Context: an optimization exercise on an open-source flow, tuned for small area and a short achievable clock period. The choices shown serve that exercise and are no tape-out recipe.
In this exercise RTL edits were held to simulation tests only and were not proved equivalent to the original.

==> flow/design.v (excerpt) <==
module Posit_Adder(A1,B1,clk, reset,OUT);
  input  [0:31] A1, B1;
  input  clk, reset;
  output reg [0:31] OUT;
  reg [31:0] a, b;           
  reg        r1, r2;         
  reg [24:0] s2_fl;          
  reg [27:0] s2_xs;          
  reg        s2_ci;          
  reg [9:0]  s2_sc;          
  reg        s2_s;           
  reg        s2_k;           
  function [30:0] cneg;
    input s;
    input [30:0] x;
    integer i;
    reg p;
    begin
      p = 1'b0;
      for (i = 0; i < 31; i = i + 1) begin
        cneg[i] = x[i] ^ (s & p);
        p = p | x[i];
      end
    end
  endfunction
  function [30:0] cnegf;
    input s;
    input [30:0] x;
    integer i;
    reg [3:0] bo;
    reg p, q;
    begin
      for (i = 0; i < 4; i = i + 1)
        bo[i] = |(({1'b0, x} >> (8 * i)) & 32'hFF);
      q = 1'b0;
      for (i = 0; i < 31; i = i + 1) begin
        if (i % 8 == 0) begin
          p = q;
          q = q | bo[i / 8];
        end
        cnegf[i] = x[i] ^ (s & p);
        p = p | x[i];
      end
    end
  endfunction
  function [38:0] strip;
    input [30:0] m;
    reg rb;
    reg [29:0] v;
    reg [4:0] c;
    begin
      rb = m[30];
      v = m[29:0];
      c = 5'd0;
      if (v[29:14] == {16{rb}}) begin v = {v[13:0], 16'd0}; c[4] = 1'b1; end
      if (v[29:22] == {8{rb}})  begin v = {v[21:0], 8'd0};  c[3] = 1'b1; end
      if (v[29:26] == {4{rb}})  begin v = {v[25:0], 4'd0};  c[2] = 1'b1; end
      if (v[29:28] == {2{rb}})  begin v = {v[27:0], 2'd0};  c[1] = 1'b1; end
      if (v[29] == rb)          begin v = {v[28:0], 1'd0};  c[0] = 1'b1; end
      strip = {~rb, c ^ {5{~rb}}, v[28:25], v[28:0]};
    end
  endfunction
  function [13:0] radd14;
    input [13:0] x;
    input [13:0] y;
    input ci;
    integer i;
    reg c;
    begin
      c = ci;
      for (i = 0; i < 14; i = i + 1) begin
        radd14[i] = x[i] ^ y[i] ^ c;
        c = (x[i] & y[i]) | (x[i] & c) | (y[i] & c);
      end
    end
  endfunction
  function carry14;
    input [13:0] x;
    input [13:0] y;
    input ci;
    integer i;
    reg c;
    begin
      c = ci;
      for (i = 0; i < 14; i = i + 1)
        c = (x[i] & y[i]) | (x[i] & c) | (y[i] & c);
      carry14 = c;
    end
  endfunction
  wire sa = a[31];
  wire sb = b[31];
  wire [30:0] ma = cneg(sa, a[30:0]);
  wire [30:0] mb = cneg(sb, b[30:0]);
  ...
Size: about 2200 cells after synthesis, about 14000 µm² of cells after synthesis.
==> flow/config.mk <==
export PLATFORM = sky130hd
export DESIGN_NAME = Posit_Adder
export DESIGN_NICKNAME = Posit_Adder
export VERILOG_FILES = /design/flow/design.v
export SDC_FILE = /design/flow/constraint.sdc
export NUM_CORES = 4
export LEC_CHECK = 0
export CAP_MARGIN = 20
export CORE_MARGIN = 2
export CORE_UTILIZATION = 40
export SLEW_MARGIN = 20
==> flow/constraint.sdc <==
create_clock -name core_clock -period 120.0 [get_ports {clk}]
set_input_delay 24.0000 -clock core_clock [delete_from_list [all_inputs] [get_ports {clk}]]
set_output_delay 24.0000 -clock core_clock [all_outputs]
set_load 0.01 [all_outputs]
standard.sh (not shown) runs the stock make flow with config.mk's settings and CLKGATE_MAP_FILE= SYNTH_SCRIPT=/design/flow/synth_recipe.tcl, a recipe that flattens the netlist after the stock synthesis.
==> flow/flow/run.sh <==
#!/bin/bash
# Layout flow: the standard flow (standard.sh), with one change in
# synthesis: ABC restructures the logic (&syn2, &dch), maps it with an
# area-oriented mapper (amap), then
# buffers and resizes gates for delay. Registers, their names and cells are
# those of the standard synthesis, which runs unchanged up to the ABC call.
# Placement buffers each port with buf_1 instead of the default buffer.
set -euo pipefail
W=$(pwd)

cp "$W/flow/abc_map.script" "$W/abc_map.script"

# synth_recipe.tcl with ABC's script replaced by ours
{
  printf '%s\n' "proc abc {args} {" \
    "  set i [lsearch -exact \$args -script]" \
    "  if {\$i >= 0} { lset args [expr {\$i + 1}] {$W/abc_map.script} }" \
    "  yosys abc {*}\$args" \
    "}"
  cat "$W/synth_recipe.tcl"
} > "$W/flow_synth.tcl"

grep -q "$W/synth_recipe.tcl" "$W/standard.sh"
sed "s#$W/synth_recipe.tcl#$W/flow_synth.tcl#g" "$W/standard.sh" > "$W/flow_standard.sh"

# every port still gets its own buffer, the smallest one
bash "$W/flow_standard.sh" "BUFFER_PORTS_ARGS=-buffer_cell sky130_fd_sc_hd__buf_1" finish \
  > "$W/flow_make.log" 2>&1
test -f "$W/out/final.def"
==> flow/flow/abc_map.script <==
&get -n
&st
&syn2
&dch
&put
amap
topo
stime -c
buffer -c
upsize -c
dnsize -c
Change:
--- a/flow/flow/run.sh
+++ b/flow/flow/run.sh
@@ -3 +3 @@
-# synthesis: ABC restructures the logic (&syn2, &dch), maps it with an
+# synthesis: ABC restructures the logic (&dc2, &syn3, &dch), maps it with an
@@ -5 +5,2 @@
-# buffers and resizes gates for delay. Registers, their names and cells are
+# resizes gates for delay, then downsizes gates off the critical
+# paths. Registers, their names and cells are
==> flow/flow/abc_map.script (replaced) <==
&get -n
&st
&dc2
&syn3
&dch
&put
amap
topo
stime -c
upsize -c
dnsize -c
stime -c
dnsize -c -D 20000 -I 20
stime -c
- CAP_MARGIN: 20 -> 5
- CTS_BUF_LIST: not set -> sky130_fd_sc_hd__clkbuf_8
- SLEW_MARGIN: 20 -> 5
The changed run went through all stages and came out clean.
Design area goes down by 4.8%.
Global-route usage goes up by 1.7 points.
Count of clock-buffer cells in the layout goes down by 1.
Worst hold slack is better by 0.0078 ns.
First-iteration DRC count goes down by 12%.
Setup slack is worse by 0.050 ns.
Sequential share of layout area goes up by 1.1 points.

* * *

== JK ==
Starting RTL as in the previous note.
export LEC_CHECK = 0
export CAP_MARGIN = 20
export CORE_MARGIN = 2
export CORE_UTILIZATION = 55
export CTS_BUF_LIST = sky130_fd_sc_hd__clkbuf_8
export PLACE_DENSITY = 0.75
export SLEW_MARGIN = 20
create_clock -name core_clock -period 120.0 [get_ports {clk}]
==> flow/flow/run.sh <==
#!/bin/bash
# Layout flow: the standard flow (standard.sh), with one change in
# synthesis: ABC restructures the logic (&dc2, &syn3, &dch), maps it with an
# area-oriented mapper (amap), then
# resizes gates for delay, then downsizes gates off the critical
# paths. Registers, their names and cells are
# those of the standard synthesis, which runs unchanged up to the ABC call.
# Placement buffers each port with buf_1 instead of the default buffer.
set -euo pipefail
W=$(pwd)

cp "$W/flow/abc_map.script" "$W/abc_map.script"

# synth_recipe.tcl with ABC's script replaced by ours
{
  printf '%s\n' "proc abc {args} {" \
    "  set i [lsearch -exact \$args -script]" \
    "  if {\$i >= 0} { lset args [expr {\$i + 1}] {$W/abc_map.script} }" \
    "  yosys abc {*}\$args" \
    "}"
  cat "$W/synth_recipe.tcl"
} > "$W/flow_synth.tcl"

grep -q "$W/synth_recipe.tcl" "$W/standard.sh"
sed "s#$W/synth_recipe.tcl#$W/flow_synth.tcl#g" "$W/standard.sh" > "$W/flow_standard.sh"

# every port still gets its own buffer, the smallest one
bash "$W/flow_standard.sh" "BUFFER_PORTS_ARGS=-buffer_cell sky130_fd_sc_hd__buf_1" finish \
  > "$W/flow_make.log" 2>&1
test -f "$W/out/final.def"
==> flow/flow/abc_map.script <==
&get -n
&st
&dc2
&syn3
&dch
&put
amap
topo
stime -c
upsize -c
dnsize -c
stime -c
dnsize -c -D 20000 -I 20
stime -c
Changes in MS relative to JK:
# JK
export LEC_CHECK = 0
export CAP_MARGIN = 20
export CORE_MARGIN = 2
export CORE_UTILIZATION = 55
export CTS_BUF_LIST = sky130_fd_sc_hd__clkbuf_8
export PLACE_DENSITY = 0.75
export SLEW_MARGIN = 20
create_clock -name core_clock -period 120.0 [get_ports {clk}]
# MS
export LEC_CHECK = 0
export CAP_MARGIN = 20
export CORE_MARGIN = 2
export CORE_UTILIZATION = 40
export SLEW_MARGIN = 20
create_clock -name core_clock -period 120.0 [get_ports {clk}]
==> flow/flow/run.sh <==
#!/bin/bash
# Layout flow: the standard flow (standard.sh), with one change in
# synthesis: ABC maps the logic with an area-oriented mapper (amap), then
# buffers and resizes gates for delay. Registers, their names and cells are
# those of the standard synthesis, which runs unchanged up to the ABC call.
set -euo pipefail
W=$(pwd)

cp "$W/flow/abc_map.script" "$W/abc_map.script"

# synth_recipe.tcl with ABC's script replaced by ours
{
  printf '%s\n' "proc abc {args} {" \
    "  set i [lsearch -exact \$args -script]" \
    "  if {\$i >= 0} { lset args [expr {\$i + 1}] {$W/abc_map.script} }" \
    "  yosys abc {*}\$args" \
    "}"
  cat "$W/synth_recipe.tcl"
} > "$W/flow_synth.tcl"

grep -q "$W/synth_recipe.tcl" "$W/standard.sh"
sed "s#$W/synth_recipe.tcl#$W/flow_synth.tcl#g" "$W/standard.sh" > "$W/flow_standard.sh"

bash "$W/flow_standard.sh" > "$W/flow_make.log" 2>&1
test -f "$W/out/final.def"
==> flow/flow/abc_map.script <==
strash
dch
amap
topo
stime -c
buffer -c
upsize -c
dnsize -c
Against JK, area of the die in MS rose by more than half.
Per the comparison of MS with JK, met1 routed wirelength after detailed routing higher, minimum period implied by the final worst setup slack picked up an extra 0.34 ns, slack of the critical path fell 0.34 ns, sequential cell area share went down by 2.5 points.
Of the two values seen for most common library cell in the layout ignoring fill and taps, sky130_fd_sc_hd__o22ai_1 was produced by JK and sky130_fd_sc_hd__nor2_1 by MS.
In MS, the average footprint of a synthesized cell came out 1.4% above the value in JK.

* * *

Starting RTL as in the previous note.
export LEC_CHECK = 0
export CAP_MARGIN = 20
export CORE_MARGIN = 2
export CORE_UTILIZATION = 40
export CTS_BUF_LIST = sky130_fd_sc_hd__clkbuf_8
export CTS_CLUSTER_SIZE = 22
export SLEW_MARGIN = 20
create_clock -name core_clock -period 120.0 [get_ports {clk}]
==> flow/flow/run.sh <==
#!/bin/bash
# Layout flow: the standard flow (standard.sh), with one change in
# synthesis: ABC restructures the logic (&dc2, &syn3, &dch), maps it with an
# area-oriented mapper (amap), then
# resizes gates for delay, then downsizes gates off the critical
# paths. Registers, their names and cells are
# those of the standard synthesis, which runs unchanged up to the ABC call.
# Placement buffers each port with buf_1 instead of the default buffer.
set -euo pipefail
W=$(pwd)

cp "$W/flow/abc_map.script" "$W/abc_map.script"

# synth_recipe.tcl with ABC's script replaced by ours
{
  printf '%s\n' "proc abc {args} {" \
    "  set i [lsearch -exact \$args -script]" \
    "  if {\$i >= 0} { lset args [expr {\$i + 1}] {$W/abc_map.script} }" \
    "  yosys abc {*}\$args" \
    "}"
  cat "$W/synth_recipe.tcl"
} > "$W/flow_synth.tcl"

grep -q "$W/synth_recipe.tcl" "$W/standard.sh"
sed "s#$W/synth_recipe.tcl#$W/flow_synth.tcl#g" "$W/standard.sh" > "$W/flow_standard.sh"

# every port still gets its own buffer, the smallest one
bash "$W/flow_standard.sh" "BUFFER_PORTS_ARGS=-buffer_cell sky130_fd_sc_hd__buf_1" finish \
  > "$W/flow_make.log" 2>&1
test -f "$W/out/final.def"
==> flow/flow/abc_map.script <==
&get -n
&st
&dc2
&syn3
&dch
&put
amap
topo
stime -c
upsize -c
dnsize -c
stime -c
dnsize -c -D 20000 -I 20
stime -c
The first run produced a clean layout.
Edit:
--- a/flow/flow/run.sh
+++ b/flow/flow/run.sh
@@ -2,6 +2,5 @@
 # Layout flow: the standard flow (standard.sh), with one change in
-# synthesis: ABC restructures the logic (&dc2, &syn3, &dch), maps it with an
+# synthesis: ABC restructures the logic (&dc2, &syn2, &dch), maps it with an
 # area-oriented mapper (amap), then
-# resizes gates for delay, then downsizes gates off the critical
-# paths. Registers, their names and cells are
+# buffers and resizes gates for delay. Registers, their names and cells are
 # those of the standard synthesis, which runs unchanged up to the ABC call.
==> flow/flow/abc_map.script (replaced) <==
&get -n
&st
&dc2
&syn2
&dch -f
&put
amap
topo
stime -c
buffer -c
upsize -c
dnsize -c
- CTS_BUF_LIST: sky130_fd_sc_hd__clkbuf_8 -> default
- CTS_CLUSTER_SIZE: 22 -> default
The new run finished with timing, DRC and antenna clean.
Via count is higher by 8.1%.
Clock-buffer cell count does not change.
Core utilization came out lower by 2.4 points.
Wire length goes up by 14%.
Hold slack is worse by 0.017 ns.
Clock skew came out lower by 0.0073 ns.
Critical path depth stays the same.
Sequential share of layout area drops by 1.9 points.
Edit:
--- a/flow/flow/run.sh
+++ b/flow/flow/run.sh
@@ -2,3 +2,3 @@
 # Layout flow: the standard flow (standard.sh), with one change in
-# synthesis: ABC restructures the logic (&dc2, &syn2, &dch), maps it with an
+# synthesis: ABC restructures the logic (&syn2, &dch), maps it with an
 # area-oriented mapper (amap), then
==> flow/flow/abc_map.script (replaced) <==
&get -n
&st
&syn2
&dch
&put
amap
topo
stime -c
buffer -c
upsize -c
dnsize -c
- CTS_BUF_LIST: default -> sky130_fd_sc_hd__clkbuf_8
First-iteration DRC count shrinks by a few percent.
Register-to-register slack gets worse by 1.7 ns.
Wire length fell by roughly a tenth.
Worst setup slack got worse by 0.071 ns.
Clock skew shrinks by 0.0074 ns.
Clock-buffer cell count stays the same.
Edit:
--- a/flow/flow/run.sh
+++ b/flow/flow/run.sh
@@ -2,5 +2,6 @@
 # Layout flow: the standard flow (standard.sh), with one change in
-# synthesis: ABC restructures the logic (&syn2, &dch), maps it with an
+# synthesis: ABC restructures the logic (&dc2, &syn3, &dch), maps it with an
 # area-oriented mapper (amap), then
-# buffers and resizes gates for delay. Registers, their names and cells are
+# buffers and resizes gates for delay, then downsizes gates off the critical
+# paths. Registers, their names and cells are
 # those of the standard synthesis, which runs unchanged up to the ABC call.
==> flow/flow/abc_map.script (replaced) <==
&get -n
&st
&dc2
&syn3
&dch
&put
amap
topo
stime -c
buffer -c
upsize -c
dnsize -c
stime -c
dnsize -c -D 20000 -I 20
stime -c
- CORE_UTILIZATION: 40 -> 60
Result: Cell area goes down by a few percent. Utilization goes up by 21 points. Synthesized cell count goes down by a few percent.
Edit:
--- a/flow/flow/run.sh
+++ b/flow/flow/run.sh
@@ -4,4 +4,3 @@
 # area-oriented mapper (amap), then
-# buffers and resizes gates for delay, then downsizes gates off the critical
-# paths. Registers, their names and cells are
+# buffers and resizes gates for delay. Registers, their names and cells are
 # those of the standard synthesis, which runs unchanged up to the ABC call.
==> flow/flow/abc_map.script (replaced) <==
&get -n
&st
&dc2
&syn3
&dch
&put
amap
topo
stime -c
buffer -c
upsize -c
dnsize -c
- CORE_UTILIZATION: 60 -> 40
- CTS_BUF_LIST: sky130_fd_sc_hd__clkbuf_8 -> default
=> Sequential cell count is unchanged. Area after synthesis rises by 1.4%. Final cell count goes up by about 7%. Hold slack got worse by 0.046 ns. Die area climbs by about 50%. Global-route usage fell by 9.5 points. Maximum frequency is higher by about 0.3%. Design area climbs by about 3%.
Edit:
--- a/flow/flow/run.sh
+++ b/flow/flow/run.sh
@@ -4,3 +4,4 @@
 # area-oriented mapper (amap), then
-# buffers and resizes gates for delay. Registers, their names and cells are
+# resizes gates for delay, then downsizes gates off the critical
+# paths. Registers, their names and cells are
 # those of the standard synthesis, which runs unchanged up to the ABC call.
==> flow/flow/abc_map.script (replaced) <==
&get -n
&st
&dc2
&syn3
&dch
&put
amap
topo
stime -c
upsize -c
dnsize -c
stime -c
dnsize -c -D 20000 -I 20
stime -c
- CTS_BUF_LIST: default -> sky130_fd_sc_hd__clkbuf_4 sky130_fd_sc_hd__clkbuf_8
Effect: Wire length goes down slightly. Die area goes down by a few percent. Via count hardly moves. Core utilization goes up by 1.1 points. Final area goes down slightly. Global-route usage goes up by 1.4 points. Clock-buffer cell count is unchanged.

-- separate check: timing with driven ports --
The flow's constraints put no driver on any port. The routed layouts listed below were extracted and timed again, unchanged, in two steps.
Step 1 sets driving cells, clkbuf_16 on the clock port and buf_2 on the other inputs (assumed; they add their load-dependent delay and slew).
Step 2 moves the port delays by t, midway between the first and last clock arrival at a register: inputs arrive t later, outputs are due t later. That takes back most of the time a late clock gives input paths.
Slacks: no drivers / after step 1 / after step 2; pairs: no drivers / after step 1.
run | shift t [ns] | setup slack, ns | hold slack, ns | clock arrival spread, ns | worst slew at a driven data input, ns
the first run of note 1 | 0.498 | 95.044 / 94.989 / 94.755 | 0.338 / 0.338 / 0.338 | 0.006 / 0.006 | 0.04
the second run of note 1 | 0.547 | 94.994 / 94.945 / 94.894 | 0.346 / 0.346 / 0.346 | 0.022 / 0.022 | 0.04
JK | 0.520 | 95.015 / 94.970 / 94.864 | 0.365 / 0.365 / 0.365 | 0.023 / 0.023 | 0.03
MS | 0.491 | 94.671 / 94.620 / 94.428 | 0.330 / 0.330 / 0.330 | 0.011 / 0.010 | 0.04
the first run of note 3 | 0.543 | 94.999 / 94.950 / 94.903 | 0.346 / 0.346 / 0.346 | 0.022 / 0.022 | 0.04
the second run of note 3 | 0.512 | 95.060 / 95.007 / 94.763 | 0.330 / 0.330 / 0.330 | 0.015 / 0.014 | 0.03
the third run of note 3 | 0.534 | 94.989 / 94.941 / 94.761 | 0.344 / 0.344 / 0.344 | 0.007 / 0.007 | 0.04
the fourth run of note 3 | 0.517 | 94.995 / 94.948 / 94.781 | 0.374 / 0.374 / 0.374 | 0.035 / 0.034 | 0.03
the fifth run of note 3 | 0.490 | 95.074 / 95.020 / 94.721 | 0.328 / 0.328 / 0.328 | 0.023 / 0.023 | 0.04
the sixth run of note 3 | 0.543 | 94.999 / 94.950 / 94.903 | 0.346 / 0.346 / 0.346 | 0.022 / 0.022 | 0.04
After both steps setup and hold are still met in every run listed. The setup slack of the fifth run of note 3, which loses most, moves by -0.054 ns with the drivers and by -0.353 ns with both steps.
